Context: an optimization exercise on an open-source flow, tuned for small area. The choices shown serve that exercise and are no tape-out recipe. At most, simulation tests tie the RTL to the original design; equivalence was not proved. Function not checked in runs 1 and 3: the RTL went through the layout flow alone. Power is estimated from default activity; no workload was simulated.

==> design/flow/design.v <==
`default_nettype none
module	hexmap(
		input	wire	[3:0]	i_hex,
		output	wire	[7:1]	o_map
	);
	wire	A = i_hex[0], B = i_hex[1], C = i_hex[2], D = i_hex[3];
	assign	o_map[7] = D | B | ~(C ^ A);			 
	assign	o_map[6] = ~C | ~(B ^ A);			 
	assign	o_map[5] = C | ~B | A;				 
	assign	o_map[4] = D | (~C & ~A) | (~C & B) | (B & ~A)
				| (C & ~B & A);			 
	assign	o_map[3] = ~A & (~C | B);			 
	assign	o_map[2] = D | (~B & ~A) | (C & ~B) | (C & ~A);	 
	assign	o_map[1] = D | (B ^ C) | (C & ~A);		 
endmodule
`default_nettype	none
module	rtcclock #(
		parameter	DEFAULT_SPEED = 32'd2814750  
	) (
		input	wire		i_clk, i_reset,
		input	wire		i_wb_cyc, i_wb_stb, i_wb_we,
		input	wire	[2:0]	i_wb_addr,
		input	wire	[31:0]	i_wb_data,
		input	wire	[3:0]	i_wb_sel,
		output	reg	[31:0]	o_data,
		output	wire	[31:0]	o_sseg,
		output	wire	[15:0]	o_led,
		output	wire		o_interrupt,
		output	wire		o_ppd,
		input	wire		i_hack
	);
	wire		wb_write = i_wb_stb && i_wb_we;
	reg		ck_wr, tm_wr, al_wr;
	reg	[25:0]	wr_data;
	reg	[2:0]	wr_valid;
	reg		wr_zero;
	reg	[1:0]	clock_display;
	always @(posedge i_clk)
	if (i_reset)
	begin
		ck_wr <= 1'b0;
		tm_wr <= 1'b0;
		al_wr <= 1'b0;
	end else begin
		ck_wr <= wb_write && (i_wb_addr == 3'b000);
		tm_wr <= wb_write && (i_wb_addr == 3'b001);
		al_wr <= wb_write && (i_wb_addr == 3'b011);
	end
	always @(posedge i_clk)
	begin
		wr_data     <= i_wb_data[25:0];
		wr_valid[0] <= (i_wb_sel[0])&&(i_wb_data[3:0] <= 4'h9)
				&&(i_wb_data[7:4] <= 4'h5);
		wr_valid[1] <= (i_wb_sel[1])&&(i_wb_data[11:8] <= 4'h9)
				&&(i_wb_data[15:12] <= 4'h5);
		wr_valid[2] <= (i_wb_sel[2])&&(i_wb_data[19:16] <= 4'h9)
				&&(i_wb_data[21:16] <= 6'h23);
		wr_zero <= (i_wb_data[23:0] == 0);
	end
	always @(posedge i_clk)
	if (i_reset)
		clock_display <= 2'b00;
	else if (wb_write && (i_wb_addr == 3'b000) && i_wb_sel[3])
		clock_display <= i_wb_data[25:24];
	reg	[21:0]	wr_data2;
	reg	[2:0]	wr_pv;
	reg		wr_pv_al;
	wire	[2:0]	ck_pv, al_pv;
	always @(posedge i_clk)
		wr_data2 <= wr_data[21:0];
	always @(posedge i_clk)
	begin
		wr_pv    <= (ck_wr || al_wr) ? wr_valid : 3'b0;
		wr_pv_al <= al_wr;
	end
	assign	ck_pv = (wr_pv_al) ? 3'b0 : wr_pv;
	assign	al_pv = (wr_pv_al) ? wr_pv : 3'b0;
	reg	[31:0]	ckspeed;
	localparam	LOW = 18;
	reg	[LOW-1:0]	ck_lo;
	reg	[39-LOW:0]	ck_hi;
	reg		ck_mid, ck_hc;
	wire		ck_carry, ck_late;
	reg	[7:0]	ck_sub;
	wire		ck_pps;
	always @(posedge i_clk)
	if (i_reset)
		ckspeed <= DEFAULT_SPEED;
	else if (wb_write && (i_wb_addr == 3'b100))
		ckspeed <= i_wb_data;
	wire	[39:0]	ck_addend = { 8'h00, ckspeed };
	wire	[39:0]	ck_now = { ck_hi, ck_lo };
	wire	[40:0]	ck_cc;
	wire	[39:0]	ck_sum;
	genvar	gk;
	generate for(gk=0; gk<40; gk=gk+1)
	begin : CKADD
		wire	cin;
		if (gk == 0)
			assign	cin = 1'b0;
		else if (gk == LOW)
			assign	cin = ck_mid;
		else
			assign	cin = ck_cc[gk];
		assign	ck_sum[gk] = ck_now[gk] ^ ck_addend[gk] ^ cin;
		assign	ck_cc[gk+1] = (ck_now[gk] & ck_addend[gk])
				| (cin & (ck_now[gk] ^ ck_addend[gk]));
	end endgenerate
	always @(posedge i_clk)
	if (i_reset)
	begin
		ck_lo  <= 0;
		ck_hi  <= 0;
		ck_mid <= 1'b0;
		ck_hc  <= 1'b0;
	end else begin
		{ ck_mid, ck_lo } <= { ck_cc[LOW], ck_sum[LOW-1:0] };
		ck_hi <= ck_sum[39:LOW];
		ck_hc <= ck_cc[40] && !ck_late;
	end
	assign	ck_late  = ck_mid && (&ck_hi);
	assign	ck_carry = ck_hc || ck_late;
	wire	[7:0]	ck_sub_inc;
	assign ck_sub_inc = ck_sub + 8'h1;
	always @(posedge i_clk)
	if (i_reset)
		ck_sub <= 8'h0;
	else if (ck_carry)
		ck_sub <= ck_sub_inc;
	assign	ck_pps = ck_carry && (&ck_sub);
	reg	[6:0]	ck_sec, ck_min;
	reg	[5:0]	ck_hr;
	wire	[21:0]	clock_data;
	reg	[2:0]	suppress_count;
	reg	[1:0]	sup_level;
	wire	[2:0]	suppressed;
	wire	[1:0]	pv_level;
	reg		pre_ppd, ck_ppm;
	reg	[6:0]	nx_sec, nx_min;
	reg	[5:0]	nx_hr;
	wire	[5:0]	ck_cy;
	assign	clock_data = { ck_hr, 1'b0, ck_min, 1'b0, ck_sec };
	assign	ck_cy[0] = ck_sec[3] && ck_sec[0];
	assign	ck_cy[1] = ck_cy[0] && ck_sec[6] && ck_sec[4];
	assign	ck_cy[2] = ck_cy[1] && ck_min[3] && ck_min[0];
	assign	ck_cy[3] = ck_cy[2] && ck_min[6] && ck_min[4];
	assign	ck_cy[4] = ck_cy[3] && ck_hr[3] && ck_hr[0];
	assign	ck_cy[5] = ck_cy[3] && ck_hr[5] && ck_hr[1] && ck_hr[0];
	always @(*)
	begin
		nx_sec[3:0] = (ck_cy[0]) ? 4'h0 : ck_sec[3:0] + 4'h1;
		nx_sec[6:4] = (ck_cy[1]) ? 3'h0
				: ck_sec[6:4] + { 2'b0, ck_cy[0] };
		nx_min[3:0] = (ck_cy[2]) ? 4'h0
				: ck_min[3:0] + { 3'b0, ck_cy[1] };
		nx_min[6:4] = (ck_cy[3]) ? 3'h0
				: ck_min[6:4] + { 2'b0, ck_cy[2] };
		nx_hr[3:0]  = (ck_cy[4] || ck_cy[5]) ? 4'h0
				: ck_hr[3:0] + { 3'b0, ck_cy[3] };
		nx_hr[5:4]  = (ck_cy[5]) ? 2'h0
				: ck_hr[5:4] + { 1'b0, ck_cy[4] };
	end
	assign	pv_level = (ck_pv[0]) ? 2'd3 : (ck_pv[1]) ? 2'd2
				: (ck_pv[2]) ? 2'd1 : 2'd0;
	assign	suppressed = { (sup_level != 2'd0), sup_level[1],
				(sup_level == 2'd3) };
	always @(posedge i_clk)
	if (i_reset)
	begin
		sup_level <= 2'd3;
		suppress_count <= 3'h5;
	end else if (|ck_pv)
	begin
		if (pv_level > sup_level)
			sup_level <= pv_level;
		suppress_count <= 3'h5;
	end else if (suppress_count > 0)
		suppress_count <= suppress_count - 1;
	else
		sup_level <= 2'd0;
	always @(posedge i_clk)
	if (i_reset)
	begin
		ck_sec <= 7'h0;
		ck_min <= 7'h0;
		ck_hr  <= 6'h0;
	end else begin
		if (ck_pps)
		begin
			if (!suppressed[0])
				ck_sec <= nx_sec;
			if (!suppressed[1])
				ck_min <= nx_min;
			if (!suppressed[2])
				ck_hr  <= nx_hr;
		end
		if (ck_pv[0])
			ck_sec <= wr_data2[6:0];
		if (ck_pv[1])
			ck_min <= wr_data2[14:8];
		if (ck_pv[2])
			ck_hr  <= wr_data2[21:16];
	end
	reg	[6:0]	lst_sec, lst_min;
	reg	[5:0]	lst_hr;
	always @(posedge i_clk)
	begin
		lst_sec <= ck_sec;
		lst_min <= ck_min;
		lst_hr  <= ck_hr;
	end
	always @(*)
		pre_ppd = lst_hr[5] && lst_hr[1] && lst_hr[0]
			&& lst_min[6] && lst_min[4] && lst_min[3] && lst_min[0]
			&& lst_sec[6] && lst_sec[4] && lst_sec[3] && lst_sec[0];
	always @(*)
		ck_ppm = lst_min[6] && lst_min[4] && lst_min[3] && lst_min[0];
	reg	[6:0]	tm_s, tm_m;
	reg	[7:0]	tm_h;
	reg	[6:0]	tn_s, tn_m;
	reg	[7:0]	tn_h;
	wire	[4:0]	tm_cy;
	wire	[23:0]	bcd_timer;
	wire		last_tick, tm_pps, tm_nonzero;
	reg	[7:0]	tm_sub;
	reg		tm_pre_pps, tm_int, tm_running, tm_alarm;
	assign	bcd_timer = { tm_h, 1'b0, tm_m, 1'b0, tm_s };
	assign	tm_cy[0] = (tm_s[3:0] == 4'h0);
	assign	tm_cy[1] = tm_cy[0] && (tm_s[6:4] == 3'h0);
	assign	tm_cy[2] = tm_cy[1] && (tm_m[3:0] == 4'h0);
	assign	tm_cy[3] = tm_cy[2] && (tm_m[6:4] == 3'h0);
	assign	tm_cy[4] = tm_cy[3] && (tm_h[3:0] == 4'h0);
	always @(*)
	begin
		tn_s[3:0] = (tm_cy[0]) ? 4'h9 : tm_s[3:0] - 4'h1;
		tn_s[6:4] = (tm_cy[1]) ? 3'h5 : tm_s[6:4] - { 2'b0, tm_cy[0] };
		tn_m[3:0] = (tm_cy[2]) ? 4'h9 : tm_m[3:0] - { 3'b0, tm_cy[1] };
		tn_m[6:4] = (tm_cy[3]) ? 3'h5 : tm_m[6:4] - { 2'b0, tm_cy[2] };
		tn_h[3:0] = (tm_cy[4]) ? 4'h9 : tm_h[3:0] - { 3'b0, tm_cy[3] };
		tn_h[7:4] = tm_h[7:4] - { 3'b0, tm_cy[4] };
	end
	assign	last_tick  = (tm_h == 0) && (tm_m == 0) && (tm_s[6:1] == 0);
	assign	tm_nonzero = last_tick ? tm_s[0] : 1'b1;
	wire	[7:0]	tm_sub_inc;
	assign tm_sub_inc = tm_sub + 8'h1;
	always @(posedge i_clk)
	if ((i_reset)||((tm_wr)&&(!tm_running)&&(&wr_valid)&&(!wr_zero)))
		tm_sub <= 0;
	else if ((ck_carry)&&(tm_running))
		tm_sub <= tm_sub_inc;
	always @(posedge i_clk)
	if ((tm_wr)&&(!tm_running))
		tm_pre_pps <= 0;
	else if ((ck_carry)&&(tm_running))
		tm_pre_pps <= (&tm_sub[7:1])&&(!tm_sub[0]);
	else
		tm_pre_pps <= (&tm_sub);
	assign	tm_pps = (tm_pre_pps)&&(ck_carry);
	always @(posedge i_clk)
		tm_int <= (tm_running)&&(tm_pps)&&(!tm_alarm)&&(last_tick);
	always @(posedge i_clk)
	if (i_reset)
	begin
		tm_alarm   <= 0;
		tm_s       <= 0;
		tm_m       <= 0;
		tm_h       <= 0;
		tm_running <= 0;
	end else begin
		if ((tm_running)&&(tm_pps))
		begin
			tm_s <= tn_s;
			tm_m <= tn_m;
			tm_h <= tn_h;
			if (last_tick)
				tm_alarm <= 1'b1;
		end
		if ((tm_pps)&&(last_tick))
			tm_running <= 1'b0;
		else if (tm_wr)
		begin
			if (tm_running)
				tm_running <= wr_data[24];
			else if ((wr_zero)&&(tm_nonzero))
				tm_running <= wr_data[24];
			else
				tm_running <= (!wr_zero)&&(&wr_valid);
		end
		if ((tm_wr)&&(!tm_running))
		begin
			if ((&wr_valid)&&(!wr_zero))
			begin
				tm_s <= wr_data[6:0];
				tm_m <= wr_data[14:8];
				tm_h <= wr_data[23:16];
			end
			tm_alarm <= 1'b0;
		end
	end
	reg	[6:0]	al_sec, al_min;
	reg	[5:0]	al_hr;
	reg		al_enabled, al_tripped;
	always @(posedge i_clk)
	if (i_reset)
		al_enabled <= 1'b0;
	else if (al_wr)
		al_enabled <= wr_data[24];
	always @(posedge i_clk)
	if (i_reset)
		al_tripped <= 1'b0;
	else if ((al_enabled)&&(ck_sec == al_sec)&&(ck_min == al_min)
			&&(ck_hr == al_hr)
			&&({ ck_hr, ck_min, ck_sec } != { lst_hr, lst_min, lst_sec }))
		al_tripped <= 1'b1;
	else if ((al_wr)&&(wr_data[25]))
		al_tripped <= 1'b0;
	always @(posedge i_clk)
	if (i_reset)
	begin
		al_sec <= 7'h0;
		al_min <= 7'h0;
		al_hr  <= 6'h0;
	end else begin
		if (al_pv[0])
			al_sec <= wr_data2[6:0];
		if (al_pv[1])
			al_min <= wr_data2[14:8];
		if (al_pv[2])
			al_hr  <= wr_data2[21:16];
	end
	reg		r_hack_carry;
	reg	[27:0]	hack_time;	 
	reg	[LOW-1:0]	hack_lo;
	reg	[39-LOW:0]	hack_hi;
	reg		hack_mid;
	wire	[39-LOW:0]	hack_hi_inc;
	wire	[40-LOW:0]	hack_ic;
	wire	[39:0]	hack_counter = { hack_hi_inc, hack_lo };
	assign	hack_ic[0] = hack_mid;
	generate for(gk=0; gk<40-LOW; gk=gk+1)
	begin : HACKINC
		assign	hack_hi_inc[gk] = hack_hi[gk] ^ hack_ic[gk];
		assign	hack_ic[gk+1]   = hack_hi[gk] & hack_ic[gk];
	end endgenerate
	always @(posedge i_clk)
	if ((i_reset)||(i_hack))
	begin
		hack_time <= { ck_hr, ck_min, ck_sec, ck_sub };
		hack_lo  <= ck_lo;
		hack_hi  <= ck_hi;
		hack_mid <= ck_mid;
		r_hack_carry <= ck_carry;
	end else if (r_hack_carry)
	begin
		hack_time <= { ck_hr, ck_min, ck_sec, ck_sub };
		r_hack_carry <= 1'b0;
	end
	reg	[13:0]	h_sseg, h_sseg1, h_sseg2;
	reg	[3:1]	dmask;
	reg	[3:0]	dig_en;
	reg		sg0, sg8, sg16;
	wire		blank;
	always @(posedge i_clk)
	case(clock_display)
	2'h1: begin
		h_sseg <= { tm_m[6:4], tm_m[3:0], tm_s[6:4], tm_s[3:0] };
		if (tm_alarm) dmask <= 3'h7;
		else begin
			dmask[3] <= (tm_h != 0) || (tm_m[6:4] != 0);
			dmask[2] <= (tm_h != 0) || (tm_m != 0);
			dmask[1] <= (tm_h != 0) || (tm_m != 0)
					|| (tm_s[6:4] != 0);
		end end
	2'h2: begin
		h_sseg <= 14'h0;
		dmask  <= 3'b001;
		end
	2'h3: begin
		h_sseg <= { lst_min[6:4], lst_min[3:0], lst_sec[6:4],
				lst_sec[3:0] };
		dmask <= 3'h7;
		end
	default: begin
		h_sseg <= { 1'b0, lst_hr[5:4], lst_hr[3:0], lst_min[6:4],
				lst_min[3:0] };
		dmask[2:1] <= 2'b11;
		dmask[3] <= (lst_hr[5:4] != 2'b00);
		end
	endcase
	assign	blank = (tm_alarm || al_tripped) && ck_sub[7];
	always @(posedge i_clk)
	begin
		h_sseg1 <= h_sseg;
		h_sseg2 <= h_sseg1;
		dig_en  <= (blank) ? 4'h0 : { dmask, 1'b1 };
		sg0     <= !ck_sub[7];
		sg8     <= !blank && dmask[1] && (clock_display == 2'h2);
		sg16    <= !blank && dmask[2] && (((clock_display == 2'h0)
				&& !ck_sub[7]) || (clock_display == 2'h3));
	end
	wire	[7:1]	seg0, seg1, seg2, seg3;
	hexmap	ha(h_sseg2[ 3: 0], seg0);
	hexmap	hb({ 1'b0, h_sseg2[ 6: 4] }, seg1);
	hexmap	hc(h_sseg2[10: 7], seg2);
	hexmap	hd({ 1'b0, h_sseg2[13:11] }, seg3);
	assign	o_sseg = {
			(dig_en[3]) ? seg3 : 7'h0, 1'b0,
			(dig_en[2]) ? seg2 : 7'h0, sg16,
			(dig_en[1]) ? seg1 : 7'h0, sg8,
			(dig_en[0]) ? seg0 : 7'h0, sg0 };
	reg	[9:0]	ledhi;
	wire	[7:0]	ledlo;
	wire	[8:0]	ledlo_next;
	wire	[9:0]	ledhi_inc;
	assign ledhi_inc = ledhi + { 9'h0, ledlo_next[8] };
	assign	ledlo = ck_sub + { ck_sub[3:0], 4'h0 };
	assign	ledlo_next = { 1'b0, ledlo } + 9'h11;
	always @(posedge i_clk)
	if (i_reset)
		ledhi <= 10'h00;
	else if ((ck_pps)&&(ck_ppm))
		ledhi <= 10'h00;
	else if (ck_carry)
		ledhi <= ledhi_inc;
	assign	o_led = (tm_alarm||al_tripped) ? { (16){ck_sub[7]} } :
			{ ledhi[9:2],
			ledhi[2], ledhi[3], ledhi[4], ledhi[5],
			ledhi[6], ledhi[7], ledhi[8], ledhi[9] };
	assign	o_interrupt = tm_int || al_tripped;
	assign	o_ppd = (pre_ppd)&&(ck_pps);
	always @(posedge i_clk)
	case(i_wb_addr[2:0])
	3'b000: o_data <= { 6'h00, clock_display, 2'b00, clock_data };
	3'b001: o_data <= { 6'h00, tm_alarm, tm_running, bcd_timer };
	3'b010: o_data <= 32'h0;
	3'b011: o_data <= { 6'h00, al_tripped, al_enabled, 2'b00,
				al_hr, 1'b0, al_min, 1'b0, al_sec };
	3'b100: o_data <= ckspeed;
	3'b101: o_data <= { 2'b00, hack_time[27:22], 1'b0,
				hack_time[21:15], 1'b0, hack_time[14:0] };
	3'b110: o_data <= hack_counter[39:8];
	3'b111: o_data <= { hack_counter[7:0], 24'h00 };
	endcase
	/*verilator lint_off UNUSED*/
	wire	unused;
	assign	unused = &{ 1'b0, i_wb_cyc, wr_data[15], wr_data[7] };
	/*verilator lint_on UNUSED*/
endmodule
==> design/flow/flow/run.sh <==
#!/bin/bash
# Own layout flow: the standard flow (standard.sh), with three changes.
#  1. After the standard synthesis, the combinational logic between the
#     registers is optimised and mapped again with area-oriented ABC
#     scripts (remap.sh): four recipes of ABC's &deepsyn run side by side,
#     and the netlist with the least cell area is laid out.
#     Registers, full-adder cells and tie cells are kept as the standard
#     synthesis made them, with their names.
#  2. Ports are buffered with sky130_fd_sc_hd__buf_1 instead of the default.
#  3. The clock tree uses larger sink clusters and no dummy loads.
# Each tool's full output goes to a log file in this folder (synth.log,
# remap/*/remap.log, layout.log); ORFS's own step logs stay under orfs/logs.
set -euo pipefail
HERE=$(pwd)
RES=$HERE/orfs/results/$FLOW_PLATFORM/rtcclock/base
VARS=(
  "BUFFER_PORTS_ARGS=-buffer_cell sky130_fd_sc_hd__buf_1"
  "CTS_ARGS=-sink_clustering_enable -repair_clock_nets -sink_clustering_size 16 -sink_clustering_max_diameter 80 -buf_list sky130_fd_sc_hd__clkbuf_8 -dont_use_dummy_load"
)

bash standard.sh "${VARS[@]}" synth > synth.log 2>&1

cp "$RES/1_2_yosys.v" "$HERE/standard_synth.v"

# Remapping: each recipe in a folder of its own, bounded in time.  Should all
# fail, the plain area mapping is used, and should that fail too, the
# standard netlist.
RECIPES=("0 3" "0 3 5" "0" "0 7")
mkdir -p remap
for i in "${!RECIPES[@]}"; do
  mkdir -p "remap/r$i"
  ( timeout 900 bash flow/remap.sh "$HERE/standard_synth.v" "$HERE/remap/r$i/out.v" \
      "${RECIPES[$i]}" > "remap/r$i/remap.log" 2>&1 \
    && grep "Chip area" "remap/r$i/remap.log" | tail -1 | awk '{print $NF}' > "remap/r$i/area" ) || true &
done
wait
BEST=""
BEST_AREA=""
for i in "${!RECIPES[@]}"; do
  if [[ -s "remap/r$i/area" ]]; then
    a=$(cat "remap/r$i/area")
    if [[ -z $BEST_AREA ]] || awk -v a="$a" -v b="$BEST_AREA" 'BEGIN{exit !(a < b)}'; then
      BEST=$i; BEST_AREA=$a
    fi
  fi
done
if [[ -n $BEST ]]; then
  echo "remap: recipe ${RECIPES[$BEST]} gives $BEST_AREA um2" > remap/chosen.txt
  cp "remap/r$BEST/out.v" "$RES/1_2_yosys.v"
else
  mkdir -p remap/plain
  if timeout 600 bash flow/remap.sh "$HERE/standard_synth.v" "$HERE/remap/plain/out.v" plain \
      > remap/plain/remap.log 2>&1; then
    echo "remap: plain" > remap/chosen.txt
    cp "remap/plain/out.v" "$RES/1_2_yosys.v"
  else
    echo "remap: none, standard netlist" > remap/chosen.txt
  fi
fi
rm -f "$RES/1_synth.odb" "$RES/1_synth.sdc"

bash standard.sh "${VARS[@]}" finish > layout.log 2>&1
==> design/flow/flow/remap.sh <==
#!/bin/bash
# remap.sh IN.v OUT.v RECIPE: maps the combinational logic of a synthesized
# netlist again with an area-oriented ABC script.  RECIPE is "plain" or a
# list of &deepsyn seeds (e.g. "0 3"): one round of ABC's &deepsyn, of up
# to a minute, for each seed, before the mapping.  Flip-flops, full-adder
# cells and tie cells stay as they are, with their instance names; half
# adders are mapped again with the rest of the logic.  The work files
# (remap.ys) go to the folder of OUT.v.
set -euo pipefail
IN=$1; OUT=$2; RECIPE=$3
MAP="&get,-n;&dch,-f;&nf,-R,1000,-p,-F,4;&put;topo"
if [[ $RECIPE == plain ]]; then
  SCRIPT="+strash;dc2;dc2;$MAP"
else
  SCRIPT="+strash"
  for s in $RECIPE; do
    SCRIPT="$SCRIPT;&get,-n;&deepsyn,-T,60,-S,$s;&put"
  done
  SCRIPT="$SCRIPT;$MAP"
fi
LIB=$FLOW_HOME/platforms/$FLOW_PLATFORM/lib/sky130_fd_sc_hd__tt_025C_1v80.lib
# The platform's don't-use cells (DONT_USE_CELLS) that are in the library
DONTUSE=$(grep -oE 'cell *\( *"?sky130_fd_sc_hd__(lpflow_[a-z0-9_]+|probec?_p_8)' "$LIB" \
  | sed -E 's/.*(sky130_fd_sc_hd__[a-z0-9_]+)/-dont_use \1/' | tr '\n' ' ')
YS=$(dirname "$OUT")/remap.ys
cat > "$YS" <<EOY
read_liberty -ignore_miss_func $LIB
read_verilog $IN
hierarchy -top $FLOW_TOP
setattr -mod -set keep_hierarchy 1 sky130_fd_sc_hd__df* sky130_fd_sc_hd__edf* sky130_fd_sc_hd__fa_* sky130_fd_sc_hd__conb_*
flatten
opt_clean
abc -liberty $LIB $DONTUSE -script $SCRIPT $FLOW_TOP
opt_clean
splitnets
opt_clean -purge
hilomap -singleton -hicell sky130_fd_sc_hd__conb_1 HI -locell sky130_fd_sc_hd__conb_1 LO
insbuf -buf sky130_fd_sc_hd__buf_1 A X
select $FLOW_TOP
write_verilog -noattr -nohex -nodec -selected $OUT
EOY
yosys -s "$YS"
# The result must be made of library cells only; its area is the last
# "Chip area" line of the log
yosys -p "read_liberty -lib $LIB; read_verilog $OUT; hierarchy -check -top $FLOW_TOP; check -assert -mapped; stat -liberty $LIB"
==> design/flow/standard.sh <==
#!/bin/bash
# synth_recipe.tcl (not shown) runs the flow's synth.tcl, then flattens the netlist and writes it again
# the make line also repeats each setting of config.mk as NAME=value (left out here)
make -C /OpenROAD-flow-scripts/flow DESIGN_CONFIG=/design/flow/config.mk WORK_HOME=/design/flow/orfs CLKGATE_MAP_FILE= SYNTH_SCRIPT=/design/flow/synth_recipe.tcl "${@:-finish}"
==> design/flow/config.mk <==
export PLATFORM = sky130hd
export DESIGN_NAME = rtcclock
export DESIGN_NICKNAME = rtcclock
export VERILOG_FILES = /design/flow/design.v
export SDC_FILE = /design/flow/constraint.sdc
export NUM_CORES = 4
export LEC_CHECK = 0
export CAP_MARGIN = 20
export CORE_MARGIN = 2
export CORE_UTILIZATION = 55
export GPL_TIMING_DRIVEN = 0
export SLEW_MARGIN = 20
==> design/flow/constraint.sdc <==
create_clock -name core_clock -period 10.0 [get_ports {i_clk}]
set_input_delay 2.0000 -clock core_clock [delete_from_list [all_inputs] [get_ports {i_clk}]]
set_output_delay 2.0000 -clock core_clock [all_outputs]
set_load 0.01 [all_outputs]
==> summary.md, run 1 <==
| Metric | Value |
|---|---|
| Non-filler cells in the finished layout | `about 1900` |
| Final Max Slew Viols | `0` |
| Final instance area | `~16000 µm²` |
| Max IR drop VDD | `~130 µV` |
| Syn nets | `1445` |
| Tmin final | `around 7400 ps` |
| Mapped Cells | `1368` |
| Final Cycle Share | `0.737` |
| Antenna diodes | `0` |
| Slowest stage delay, CP | `around 430 ps` |
| Hold_buf cts | `0` |
| Family with the most delay on the worst path | `adder cells` |
| CTS sink count | `just over 400` |
| Detailed-route DRC error count | `0` |
| Fmax | `~0.14 GHz` |
| Req. time, crit path | `between 10000 and 15000 ps` |
| CTS tree | `yes` |
| Vias per inst | `~6.1` |
| Ports | `approximately 130` |
| Finish-stage setup viols | `0` |
| Initial cell density of the core | `0.562` |
| GP Congestion | `between 0.9 and 1` |
| WS Path Type | `flop to flop` |
| Number of global-route vias before repair | `10600` |
| Total track usage | `0.302` |
| Worst EP arrival | `a little under 8000 ps` |
| CP max stage cell | `fa_1` |
| Num CTS Buffers | `29` |
| Vias | `around 11000` |
| Largest net degree at the start of global routing | `38` |
| TritonRoute pass-1 iters | `8` |
| First-pass GRT wire length | `63700 µm` |
| Synth Cell Area | `around 15000 µm²` |
| Final nets | `1610` |
| Slew @ Worst Pin | `about 1200 ps` |
| Total negative slack | `0 ps` |
| H-tree depth | `1` |
| Wirelength per Cell | `around 23 µm` |
| Worst skew pair latency | `around 600 ps` |
| Power Dens Cells | `~170 nW/µm²` |
| CTS clock-pin slew for the worst setup and hold paths | `around 100 ps` |
| Port-buffer cells | `124` |
| Clock Tree Buf Depth | `3` |
| Final Hold Fails | `0` |
| Leak | `~6.0 nW` |
| Die Wd | `between 150 and 200 µm` |
| Relative slew slack | `0.229` |
| MaxCap Viol Count | `0` |
| Post-route ant nets | `0` |
| Initial antenna violation count | `0` |
| 1st-iter DRT viols | `roughly 1200` |
| Share of layout cells above drive strength 1 | `0.0333` |
| Worst Skew | `slightly below 50 ps` |
| Post-CTS sizing | `0` |
| Core ar. | `around 26000 µm²` |
| Worst-path maximum fanout | `4` |
| Area growth, synth to finish | `9.86%` |
| Die Span Y | `about 170 µm` |
| Die area | `roughly 28000 µm²` |
| Grt total ovfl | `0` |
| Post-placement cell area | `about 16000 µm²` |
| Setup bufs post-CTS | `0` |
| Avg Cell Area, Syn | `~11 µm²` |
| WL final | `~42000 µm` |
| Dpl cells | `1837` |
| Rows | `a little under 60` |
| Root Buffer | `clkbuf_8` |
| Worst Hold Class | `flop to flop` |
| Startpoint Class | `flop` |
| Post-detail-place hpwl | `32300 µm` |
| CP Cell Sequence | `and2_0, fa_1, fa_1, fa_1, fa_1, fa_1, fa_1, fa_1, fa_1, fa_1, fa_1, fa_1, fa_1, fa_1, fa_1, fa_1, clkinv_1, fa_1, fa_1, nor2_1` |
| Worst hold margin | `about 330 ps` |
| Crit path top cell by count | `fa_1` |
| Worst Setup End Kind | `flop` |
| Worst path buffer plus inverter count | `1` |
| RSZ-0062 raised after global routing | `false` |
| Ys Warns | `1` |
| Outcome | `timing/DRC/antenna clean` |
==> per-layer routing <==
layer	GRT usage	vias to the layer above	wire length [µm]
met1	0.402	5406	17100
li1	-	5288	-
met2	0.487	577	19600
met3	0.0541	128	3660
met4	0.132	0	2100
met5	0	-	0
==> placed cells by master (no fill, tap or decap), types with 32 or more instances in the layout <==
cell type    n
dfxtp_1    335
nand2_1    140
buf_1      134
nor2_1      98
a21oi_1     69
edfxtp_1    69
o21ai_0     58
clkinv_1    57
nor2b_1     48
a22o_1      48
nor3_1      44
a22oi_1     33
nand3_1     33
fa_1        32
==> through the flow <==
stage	total power, mW	utilization	worst slack [ps]
after floorplan	1.95	-	3100
after global placement	2.04	0.596	1840
after detailed placement	2.05	0.602	2660
after CTS	2.78	0.617	2630
after global routing	2.87	0.617	2420
final	2.77	0.617	2630
==> area by class of cell <==
class / count / area (µm²)
clock buffers: 29 / 399
flip-flops and latches: 404 / 8780
well taps: 335 / 419
repair buffers: 134 / 603
multi-input cells: 895 / 5720
fillers: 2239 / 10000
inverters: 57 / 214
plain buffers: 12 / 45.0
==> path summary, 6_finish.rpt <==
| check | start | end | slack [ps] | cells past startpoint |
|---|---|---|---|---|
| worst max register to register | ckspeed[0] | ck_lo[17] | 2630 | 20 |
| worst max-delay path | ckspeed[0] | ck_lo[17] | 2630 | 20 |
| worst min register to register | h_sseg1[6] | h_sseg2[6] | 330 | 0 |
| worst min-delay path | h_sseg1[6] | h_sseg2[6] | 330 | 0 |
==> where the power goes <==
group,internal (mW),leakage (nW),switching [mW]
Sequential,1.75,3.49,0.0643
Combinational,0.0843,2.31,0.120
Clock,0.259,0.209,0.485
Total,2.10,6.01,0.670
==> worst reg2reg max path: stages, from the launching register on <==
cell and delay, ps:
dfxtp_1 360, and2_0 190, fa_1 390, fa_1 420, fa_1 390, fa_1 380, fa_1 400, fa_1 400
fa_1 430, fa_1 400, fa_1 410, fa_1 400, fa_1 410, fa_1 390, fa_1 390, fa_1 400
fa_1 420, clkinv_1 70, fa_1 170, fa_1 410, nor2_1 90
==> sequential cells by signal (all words and copies together) (netlist names), 14 cells and up <==
name,cells
wr_data2,20
wr_data,24
o_data,32
ck_lo,18
ckspeed,32
h_sseg,14
hack_hi,22
hack_time,28
h_sseg2,14
h_sseg1,14
hack_lo,18
ck_hi,22
==> inputs of run 2 (changes only) <==
--- a/design/flow/design.v
+++ b/design/flow/design.v
@@ -77,5 +77,5 @@
 	assign	al_pv = (wr_pv_al) ? wr_pv : 3'b0;
 	reg	[31:0]	ckspeed;
-	localparam	LOW = 18;
+	localparam	LOW = 22;
 	reg	[LOW-1:0]	ck_lo;
 	reg	[39-LOW:0]	ck_hi;
--- a/design/flow/config.mk
+++ b/design/flow/config.mk
@@ -8,5 +8,4 @@
 export CAP_MARGIN = 20
 export CORE_MARGIN = 2
-export CORE_UTILIZATION = 55
-export GPL_TIMING_DRIVEN = 0
+export CORE_UTILIZATION = 40
 export SLEW_MARGIN = 20
==> run 2 against run 1 <==
  * Critical endpoint is now ck_lo[21]
  * Via count decreased by 1.0%
  * Highest routed layer is now met5
  * Largest power group unchanged
  * Worst hold slack about the same
  * Final cell count increased by 6.4%
  * Synthesized cell count decreased by 0.58%
  * Still clean
==> summary.md, run 2 <==
| Metric | Value |
|---|---|
| Final Max Slew Viols | `0 (unchanged)` |
| WS Path Type | `flop to flop (unchanged)` |
| Worst-path maximum fanout | `4 (unchanged)` |
| WHS Path Cells | `0 (unchanged)` |
| Core ar. | `36300 µm² (was 26200 µm²)` |
| Largest net degree at the start of global routing | `50 (was 38)` |
| Slowest stage delay, CP | `420 ps (was 430 ps)` |
| Die area | `38200 µm² (was 28100 µm²)` |
| CTS sink count | `404 (unchanged)` |
| Vias | `11300 (was 11400)` |
| Setup bufs post-CTS | `0 (unchanged)` |
| CTS clock-pin slew for the worst setup and hold paths | `100 ps (about the same)` |
| Rows | `70 (was 59)` |
| Final Hold Fails | `0 (unchanged)` |
| Req. time, crit path | `10570 ps (was 10540 ps)` |
| Detailed-route DRC error count | `0 (unchanged)` |
| Slew @ Worst Pin | `1130 ps (was 1160 ps)` |
| Finish-stage setup viols | `0 (unchanged)` |
| Clock Tree Buf Depth | `3 (unchanged)` |
| Final Cycle Share | `0.887 (was 0.737)` |
| Worst Hold Class | `flop to flop (unchanged)` |
| GP Congestion | `0.919 (was 0.953)` |
| Worst Skew | `39.9 ps (was 49.2 ps)` |
| Worst r2r path cells | `26 (was 20)` |
| Max IR drop VDD | `134 µV (was 135 µV)` |
| Mapped Cells | `1360 (was 1368)` |
| Worst skew pair latency | `630 ps (was 600 ps)` |
| WL final | `42900 µm (was 42500 µm)` |
| Share of layout cells above drive strength 1 | `0.0330 (was 0.0333)` |
| Startpoint Class | `flop (unchanged)` |
| Die Span Y | `196 µm (was 168 µm)` |
| Relative slew slack | `0.246 (was 0.229)` |
| Fmax | `0.113 GHz (was 0.136 GHz)` |
| Psw | `0.696 mW (was 0.670 mW)` |
| Initial cell density of the core | `0.404 (was 0.562)` |
| Initial antenna violation count | `3 (was 0)` |
| Tmin final | `8870 ps (was 7370 ps)` |
| CTS tree | `yes (unchanged)` |
| Number of global-route vias before repair | `10600 (about the same)` |
| Clock power share | `0.269 (about the same)` |
| Root Buffer | `clkbuf_8 (unchanged)` |
| Final nets | `1596 (was 1610)` |
| Area growth, synth to finish | `10.6% (was 9.86%)` |
| 1st-iter DRT viols | `1088 (was 1183)` |
| Fin util | `0.446 (was 0.617)` |
| Total track usage | `0.223 (was 0.302)` |
| Hold_buf cts | `0 (unchanged)` |
| Power Dens Cells | `173 nW/µm² (was 171 nW/µm²)` |
| Post-CTS sizing | `0 (unchanged)` |
| Outcome | `timing/DRC/antenna clean (unchanged)` |
| Int Pwr | `2.11 mW (was 2.10 mW)` |
| Most common cell after layout, fill and taps aside | `dfxtp_1 (unchanged)` |
| MaxCap Viol Count | `0 (unchanged)` |
| Grt total ovfl | `0 (unchanged)` |
| Ys Warns | `1 (unchanged)` |
| RSZ-0062 raised after global routing | `false (unchanged)` |
| Combinational Power Share | `0.080 (was 0.074)` |
| Vias per inst | `5.68 (was 6.11)` |
| Worst path buffer plus inverter count | `3 (was 1)` |
| Crit path depth | `26 (was 20)` |
| Ports | `127 (unchanged)` |
| Wirelength per Cell | `21.6 µm (was 22.8 µm)` |
| Family with the most delay on the worst path | `adder cells (unchanged)` |
| Largest registers | `ckspeed (32), o_data (32), hack_time (28) (unchanged)` |
| Syn nets | `1437 (was 1445)` |
| Port-buffer cells | `124 (unchanged)` |
| Post-detail-place hpwl | `31700 µm (was 32300 µm)` |
| Worst EP arrival | `9440 ps (was 7910 ps)` |
| Sw Share | `0.248 (was 0.242)` |
| Die Wd | `196 µm (was 168 µm)` |
| Sequential Power Share | `0.651 (was 0.657)` |
| H-tree depth | `1 (unchanged)` |
| First-pass GRT wire length | `64600 µm (was 63700 µm)` |
| Worst Setup End Kind | `flop (unchanged)` |
| CP max stage cell | `fa_1 (unchanged)` |
| Leak | `6.07 nW (was 6.01 nW)` |
| Post-route ant nets | `0 (unchanged)` |
| Total negative slack | `0 ps (unchanged)` |
| Num CTS Buffers | `29 (unchanged)` |
| Crit path top cell by count | `fa_1 (unchanged)` |
| Most frequent cells in the layout | `335 x dfxtp_1, 127 x nand2_1, 123 x buf_1 (was 335 x dfxtp_1, 140 x nand2_1, 134 x buf_1)` |
| TritonRoute pass-1 iters | `5 (was 8)` |
| Avg Cell Area, Syn | `10.8 µm² (about the same)` |
| Synth Cell Area | `14700 µm² (about the same)` |
==> run 2: final timing paths <==
check | slack, ps | from | endpoint
worst min-delay path | 330 | h_sseg1[0] | h_sseg2[0]
worst min register to register | 330 | h_sseg1[0] | h_sseg2[0]
worst max-delay path | 1130 | ckspeed[0] | ck_lo[21]
worst max register to register | 1130 | ckspeed[0] | ck_lo[21]
==> run 2: cell type report <==
type                            instances  area [µm²]
Inverter                               52         195
Fill cell                            3449       20100
Clock buffer                           29         399
Timing Repair Buffer                  140         599
Tap cell                              468         586
Antenna cell                            1        2.50
Sequential cell                       404        8780
Multi-Input combinational cell        892        5660
==> run 2: power groups by stage <==
stage	clock network [mW]	logic [mW]	registers (mW)
final	0.755	0.223	1.82
after global routing	0.832	0.249	1.84
after CTS	0.775	0.221	1.82
after detailed placement	0	0.216	1.86
after global placement	0	0.214	1.86
after floorplan	0	0.129	1.84
==> run 2: worst register-to-register path: stages (launching register included) <==
cell and delay, ps:
dfxtp_1 350, and2_0 180, fa_1 390, fa_1 400, fa_1 400, fa_1 400
fa_1 390, fa_1 400, fa_1 420, fa_1 400, fa_1 390, fa_1 390
fa_1 390, fa_1 390, fa_1 390, fa_1 390, fa_1 400, fa_1 410
fa_1 400, fa_1 380, clkinv_1 70, fa_1 160, clkinv_1 70, fa_1 360
clkinv_1 60, fa_1 390, nor2_1 80
==> run 2: layer usage <==
layer	vias to the layer above	global-route usage	share of wire	wire [µm]
met5	-	0	0.00030	13
met4	2	0.0811	0.039	1660
met3	112	0.0330	0.078	3350
met2	518	0.371	0.47	20000
met1	5406	0.297	0.42	17800
li1	5242	-	-	-
==> run 2: metrics by stage <==
| step | total power, mW | cells | hold WS (ps) | setup WS, ps | cell area (µm²) |
|---|---|---|---|---|---|
| after floorplan | 1.97 | 1360 | 310 | 1510 | 14700 |
| after global placement | 2.08 | 1955 | 310 | 1180 | 15800 |
| after detailed placement | 2.08 | 1955 | 312 | 1110 | 15800 |
| after CTS | 2.82 | 1984 | 326 | 1120 | 16200 |
| after global routing | 2.92 | 1985 | 340 | 750 | 16200 |
| final | 2.80 | 1986 | 333 | 1130 | 16200 |
==> inputs of run 3 (changes only) <==
--- a/design/flow/design.v
+++ b/design/flow/design.v
@@ -77,5 +77,5 @@
 	assign	al_pv = (wr_pv_al) ? wr_pv : 3'b0;
 	reg	[31:0]	ckspeed;
-	localparam	LOW = 22;
+	localparam	LOW = 18;
 	reg	[LOW-1:0]	ck_lo;
 	reg	[39-LOW:0]	ck_hi;
--- a/design/flow/flow/run.sh
+++ b/design/flow/flow/run.sh
@@ -16,5 +16,5 @@
 VARS=(
   "BUFFER_PORTS_ARGS=-buffer_cell sky130_fd_sc_hd__buf_1"
-  "CTS_ARGS=-sink_clustering_enable -repair_clock_nets -sink_clustering_size 16 -sink_clustering_max_diameter 80 -buf_list sky130_fd_sc_hd__clkbuf_8 -dont_use_dummy_load"
+  "CTS_ARGS=-sink_clustering_enable -repair_clock_nets -sink_clustering_size 16 -sink_clustering_max_diameter 80 -buf_list sky130_fd_sc_hd__clkbuf_4 sky130_fd_sc_hd__clkbuf_8 -dont_use_dummy_load"
 )
 
==> run 3 against run 2 <==
  * The flow now stops in clock tree synthesis
  * Area after synthesis rose by 0.78%
  * Synthesized cell count up 1.8%
==> summary.md, run 3 <==
| Metric | Value |
|---|---|
| Outcome | `did not finish (was timing/DRC/antenna clean)` |
| Stop stage | `clock tree synthesis` |
| Run Error | `[ERROR STA-0564] clock_tree_synthesis positional arguments not supported.` |
| Avg Cell Area, Syn | `10.7 µm² (was 10.8 µm²)` |
| Mapped Cells | `1385 (was 1360)` |
| Worst slack at placement | `2710 ps (was 1110 ps)` |
| GP Congestion | `0.950 (was 0.919)` |
| Synth Cell Area | `14800 µm² (was 14700 µm²)` |
| Die Span Y | `196 µm (about the same)` |
| Dpl cells | `1979 (was 1955)` |
| Port-buffer cells | `124 (unchanged)` |
| Ports | `127 (unchanged)` |
| Die Wd | `196 µm (about the same)` |
| Syn nets | `1462 (was 1437)` |
| Ys Warns | `1 (unchanged)` |
| Rows | `70 (unchanged)` |
| Post-detail-place hpwl | `32700 µm (was 31700 µm)` |
| Initial cell density of the core | `0.405 (was 0.404)` |
## run 3: through the flow
stage          cell area, µm²  total power, mW
3_3_place_gp            15900             2.08
2_1_floorplan           14800             1.97
3_5_place_dp            15900             2.08
## run 3: power groups by stage
| stage | Sequential [mW] | Combinational, mW | Clock (mW) |
|---|---|---|---|
| 2_1_floorplan | 1.84 | 0.127 | 0 |
| 3_3_place_gp | 1.86 | 0.215 | 0 |
| 3_5_place_dp | 1.87 | 0.216 | 0 |
## run 3: how the worst min path moves through the flow
stage	start	to	slack [ps]	cells after the start
floorplan	h_sseg[0]	h_sseg1[0]	310	0
global placement	h_sseg1[11]	h_sseg2[11]	310	0
detailed placement	h_sseg[2]	h_sseg1[2]	310	0

==> separate check: timing with driven ports <==
The flow's constraints put no driver on any port. The routed layouts listed below were extracted and timed again, unchanged, in two steps.
Step 1 assumes that a clkbuf_16 drives the clock port and a buf_2 every other input.
Step 2 times the ports against the registers' clock, not the clock port: input delays grow and output delays shrink by t, the midpoint of the rising clock arrivals with the driver on.
Three values: ideal ports, drivers, drivers and shift; two values: the first two.
run	shift t [ns]	setup slack, ns	worst hold slack (ns)	worst slew at a driven data input, ns	pins driven straight from the clock port
run 1	0.624	2.631 / 2.631 / 2.631	0.333 / 0.333 / 0.333	0.05	1
run 2	0.655	1.125 / 1.125 / 1.125	0.333 / 0.333 / 0.333	0.07	1
After both steps every run listed still meets setup and hold.
